From an optimization exercise on the open Yosys and OpenROAD flow, aimed at low power; shortcuts taken in it are not production practice.
At most, simulation tests tie the RTL to the original design; equivalence was not proved.
The flow treats the clock pin as an ideal source. Dropping or thinning the clock tree relies on that and would not hold on a real chip.
Power figures rest on the tool's default switching activity, not on a simulated workload.

== the previous run ==
==> flow/design.v <==
module spi_ram_controller #(parameter DATA_WIDTH_BYTES=4, parameter ADDR_BITS=16) (
    input clk,
    input rstn,
    input  spi_miso,
    output spi_select,
    output spi_mosi,
    input [ADDR_BITS-1:0]           addr_in,
    input [DATA_WIDTH_BYTES*8-1:0]  data_in,
    input                           start_read,
    input                           start_write,
    output [DATA_WIDTH_BYTES*8-1:0] data_out,
    output                          busy
);
    reg [5:0] cnt;
    reg busy_r;
    reg writing, miso_buf;
    reg [15:0] addr;
    reg [31:0] data;
    wire go = !busy_r & (start_read | start_write);
    always @(posedge clk)
        if (!rstn) begin cnt <= 0; busy_r <= 0; end
        else begin
            if (go) begin cnt <= 0; busy_r <= 1; end
            else if (busy_r) begin
                cnt <= cnt + 1;
                if (cnt == 6'd55) busy_r <= 0;
            end
        end
    wire addr_ph = busy_r & (cnt[5:4] == 2'b01 || cnt[5:3] == 3'b001);
    wire data_ph = busy_r & (cnt[5] | (cnt[4] & cnt[3]));
    always @(posedge clk) begin
        if (!rstn) begin addr <= 0; writing <= 0; end
        else if (go) begin addr <= addr_in; writing <= start_write; end
        else if (addr_ph) addr <= {addr[14:0], 1'b0};
    end
    always @(negedge clk) miso_buf <= spi_miso;
    always @(posedge clk)
        if (!rstn) data <= 0; 
        else if (!busy_r & start_write) data <= data_in;
        else if (data_ph) data <= {data[30:0], miso_buf};
    assign busy = busy_r;
    assign spi_select = !busy_r;
    assign data_out = data;
    assign spi_mosi = (busy_r && (cnt == 6'd6 || (cnt == 6'd7 && !writing))) || (addr_ph & addr[15]) || (data_ph & data[31]);
endmodule
export LEC_CHECK = 0
export ABC_AREA = 1
export CAP_MARGIN = 20
export CORE_MARGIN = 2
export CORE_UTILIZATION = 40
export SLEW_MARGIN = 20
create_clock -name core_clock -period 5.0 [get_ports {clk}]
standard.sh (not shown) runs the stock make flow with config.mk's settings and CLKGATE_MAP_FILE= SYNTH_SCRIPT=/design/flow/synth_recipe.tcl, a recipe that flattens the netlist after the stock synthesis.
==> flow/flow/run.sh <==
#!/bin/bash
# Standard ORFS layout with power-oriented options:
#  - own clock tree: the clock port drives a few buffers, one per cluster of clock sinks
#  - port buffers of the smallest buffer cell
set -euo pipefail
HERE=$(cd "$(dirname "$0")" && pwd)
export PRE_CTS_TCL=$HERE/pre_cts.tcl
export MY_CLK_CLUSTERS=4
export MY_CLK_SLEW_NS=0.115
export BUFFER_PORTS_ARGS="-buffer_cell sky130_fd_sc_hd__buf_1"
bash standard.sh > standard.log 2>&1
Other scripts of this flow, unchanged in this note and not shown: flow/flow/clock_tree.tcl, flow/flow/pre_cts.tcl
> inputs changed (the previous run -> the current run)
--- a/flow/design.v
+++ b/flow/design.v
@@ -27,18 +27,18 @@
             end
         end
     wire addr_ph = busy_r & (cnt[5:4] == 2'b01 || cnt[5:3] == 3'b001);
     wire data_ph = busy_r & (cnt[5] | (cnt[4] & cnt[3]));
+    wire d_ld = rstn & !busy_r & start_write;
+    wire d_sh = rstn & data_ph;
+    wire d_hd = rstn & !(!busy_r & start_write) & !data_ph;
     always @(posedge clk) begin
         if (!rstn) begin addr <= 0; writing <= 0; end
         else if (go) begin addr <= addr_in; writing <= start_write; end
         else if (addr_ph) addr <= {addr[14:0], 1'b0};
+        data <= ({32{d_ld}} & data_in) | ({32{d_sh}} & {data[30:0], miso_buf}) | ({32{d_hd}} & data);
     end
     always @(negedge clk) miso_buf <= spi_miso;
-    always @(posedge clk)
-        if (!rstn) data <= 0; 
-        else if (!busy_r & start_write) data <= data_in;
-        else if (data_ph) data <= {data[30:0], miso_buf};
     assign busy = busy_r;
     assign spi_select = !busy_r;
     assign data_out = data;
     assign spi_mosi = (busy_r && (cnt == 6'd6 || (cnt == 6'd7 && !writing))) || (addr_ph & addr[15]) || (data_ph & data[31]);
### Flow results
Summary: with the previous run as the reference, met2 wirelength from detailed routing in the current run moved down by more than 10%.
Relative to the previous run, the met3 routing resource usage after global routing of the current run is higher by 0.58 points.
NOTE: non-filler instance count after layout in the current run falls short of that of the previous run
[compare] base=the previous run new=the current run: wire length of the first global-routing pass went down by 15%, leakage power went up by 6.1%, portion of total power attributed to combinational logic went down by 2.3 points.
The current run ended with less area after synthesis than the previous run.
Of the current run and the previous run, the higher final RePlAce weighted congestion belongs to the previous run.
The current run vs the previous run: share of final-layout standard cells stronger than drive strength 1 up
Worst setup slack across the current run and the previous run: no real change.
In every run of this note, the design's own scripts or RTL, not TritonCTS, make the clock network.

* * *

Another version of the RTL of spi_ram_controller (not shown whole).
Size: ~330 cells after synthesis, ~56 flip-flops, ~88 I/O pins.
==> module spi_ram_controller, before the edit <==
module spi_ram_controller #(parameter DATA_WIDTH_BYTES=4, parameter ADDR_BITS=16) (
    input clk,
    input rstn,
    input  spi_miso,
    output spi_select,
    output spi_mosi,
    input [ADDR_BITS-1:0]           addr_in,
    input [DATA_WIDTH_BYTES*8-1:0]  data_in,
    input                           start_read,
    input                           start_write,
    output [DATA_WIDTH_BYTES*8-1:0] data_out,
    output                          busy
);
    reg [5:0] cnt;
    reg writing, miso_buf;
    reg [15:0] addr;
    reg [31:0] data;
    wire busy_w = |cnt[5:3];
    wire go = !busy_w & (start_read | start_write);
    wire addr_ph = cnt[5:4] == 2'b01;
    wire data_ph = cnt[5];
    always @(posedge clk)
        if (!rstn) cnt <= 6'd0;
        else if (go) cnt <= 6'd8;
        else if (busy_w) cnt <= cnt + 6'd1;
    wire a_ld = rstn & go;
    wire a_sh = rstn & addr_ph;
    wire a_hd = rstn & !go & !addr_ph;
    always @(posedge clk) begin
        if (!rstn) writing <= 0;
        else if (go) writing <= start_write;
        addr <= ({16{a_ld}} & addr_in) | ({16{a_sh}} & {addr[14:0], 1'b0}) | ({16{a_hd}} & addr);
    end
    always @(negedge clk) miso_buf <= spi_miso;
    wire d_ld = rstn & !busy_w & start_write;
    wire d_sh = rstn & data_ph;
    wire d_hd = rstn & !(!busy_w & start_write) & !data_ph;
    always @(posedge clk)
        data <= ({32{d_ld}} & data_in) | ({32{d_sh}} & {data[30:0], miso_buf}) | ({32{d_hd}} & data);
    assign busy = busy_w;
    assign spi_select = !busy_w;
    assign data_out = data;
    assign spi_mosi = cnt == 6'd14 || (cnt == 6'd15 && !writing) || (addr_ph & addr[15]) || (data_ph & data[31]);
endmodule
clock: 5.0 ns
lec_check: 0
abc_area: 1
cap_margin: 20
core_margin: 2
core_utilization: 40
slew_margin: 20
Scripts as last shown in full above: flow/flow/run.sh
Other scripts of this flow, unchanged in this note and not shown: flow/flow/clock_tree.tcl, flow/flow/pre_cts.tcl
Change:
--- a/flow/design.v
+++ b/flow/design.v
@@ -21,17 +21,14 @@
     wire data_ph = cnt[5];
     always @(posedge clk)
         if (!rstn) cnt <= 6'd0;
         else if (go) cnt <= 6'd8;
         else if (busy_w) cnt <= cnt + 6'd1;
-    wire a_ld = rstn & go;
-    wire a_sh = rstn & addr_ph;
-    wire a_hd = rstn & !go & !addr_ph;
     always @(posedge clk) begin
-        if (!rstn) writing <= 0;
-        else if (go) writing <= start_write;
-        addr <= ({16{a_ld}} & addr_in) | ({16{a_sh}} & {addr[14:0], 1'b0}) | ({16{a_hd}} & addr);
+        if (!rstn) begin addr <= 0; writing <= 0; end
+        else if (go) begin addr <= addr_in; writing <= start_write; end
+        else if (addr_ph) addr <= {addr[14:0], 1'b0};
     end
     always @(negedge clk) miso_buf <= spi_miso;
     wire d_ld = rstn & !busy_w & start_write;
     wire d_sh = rstn & data_ph;
     wire d_hd = rstn & !(!busy_w & start_write) & !data_ph;
Cell count increases by 9.1%.
Global-route usage is higher by 0.67 points.
Clock power is about the same.
Combinational power goes up by about 6%.
Power went up by 0.70%.
Register-to-register slack improves by 20 ps.
First-iteration DRC count shrinks by 30%.
Design area came out higher by 3.7%.
Critical path depth is unchanged.
Worst setup slack is better by 8.3 ps.
Flip-flop and latch count does not change.
Routed wire length increases by 3.4%.
Only the layout flow was run in the first run of this note; the RTL was not checked for function there. In every run of this note, the design's own scripts or RTL, not TritonCTS, make the clock network.
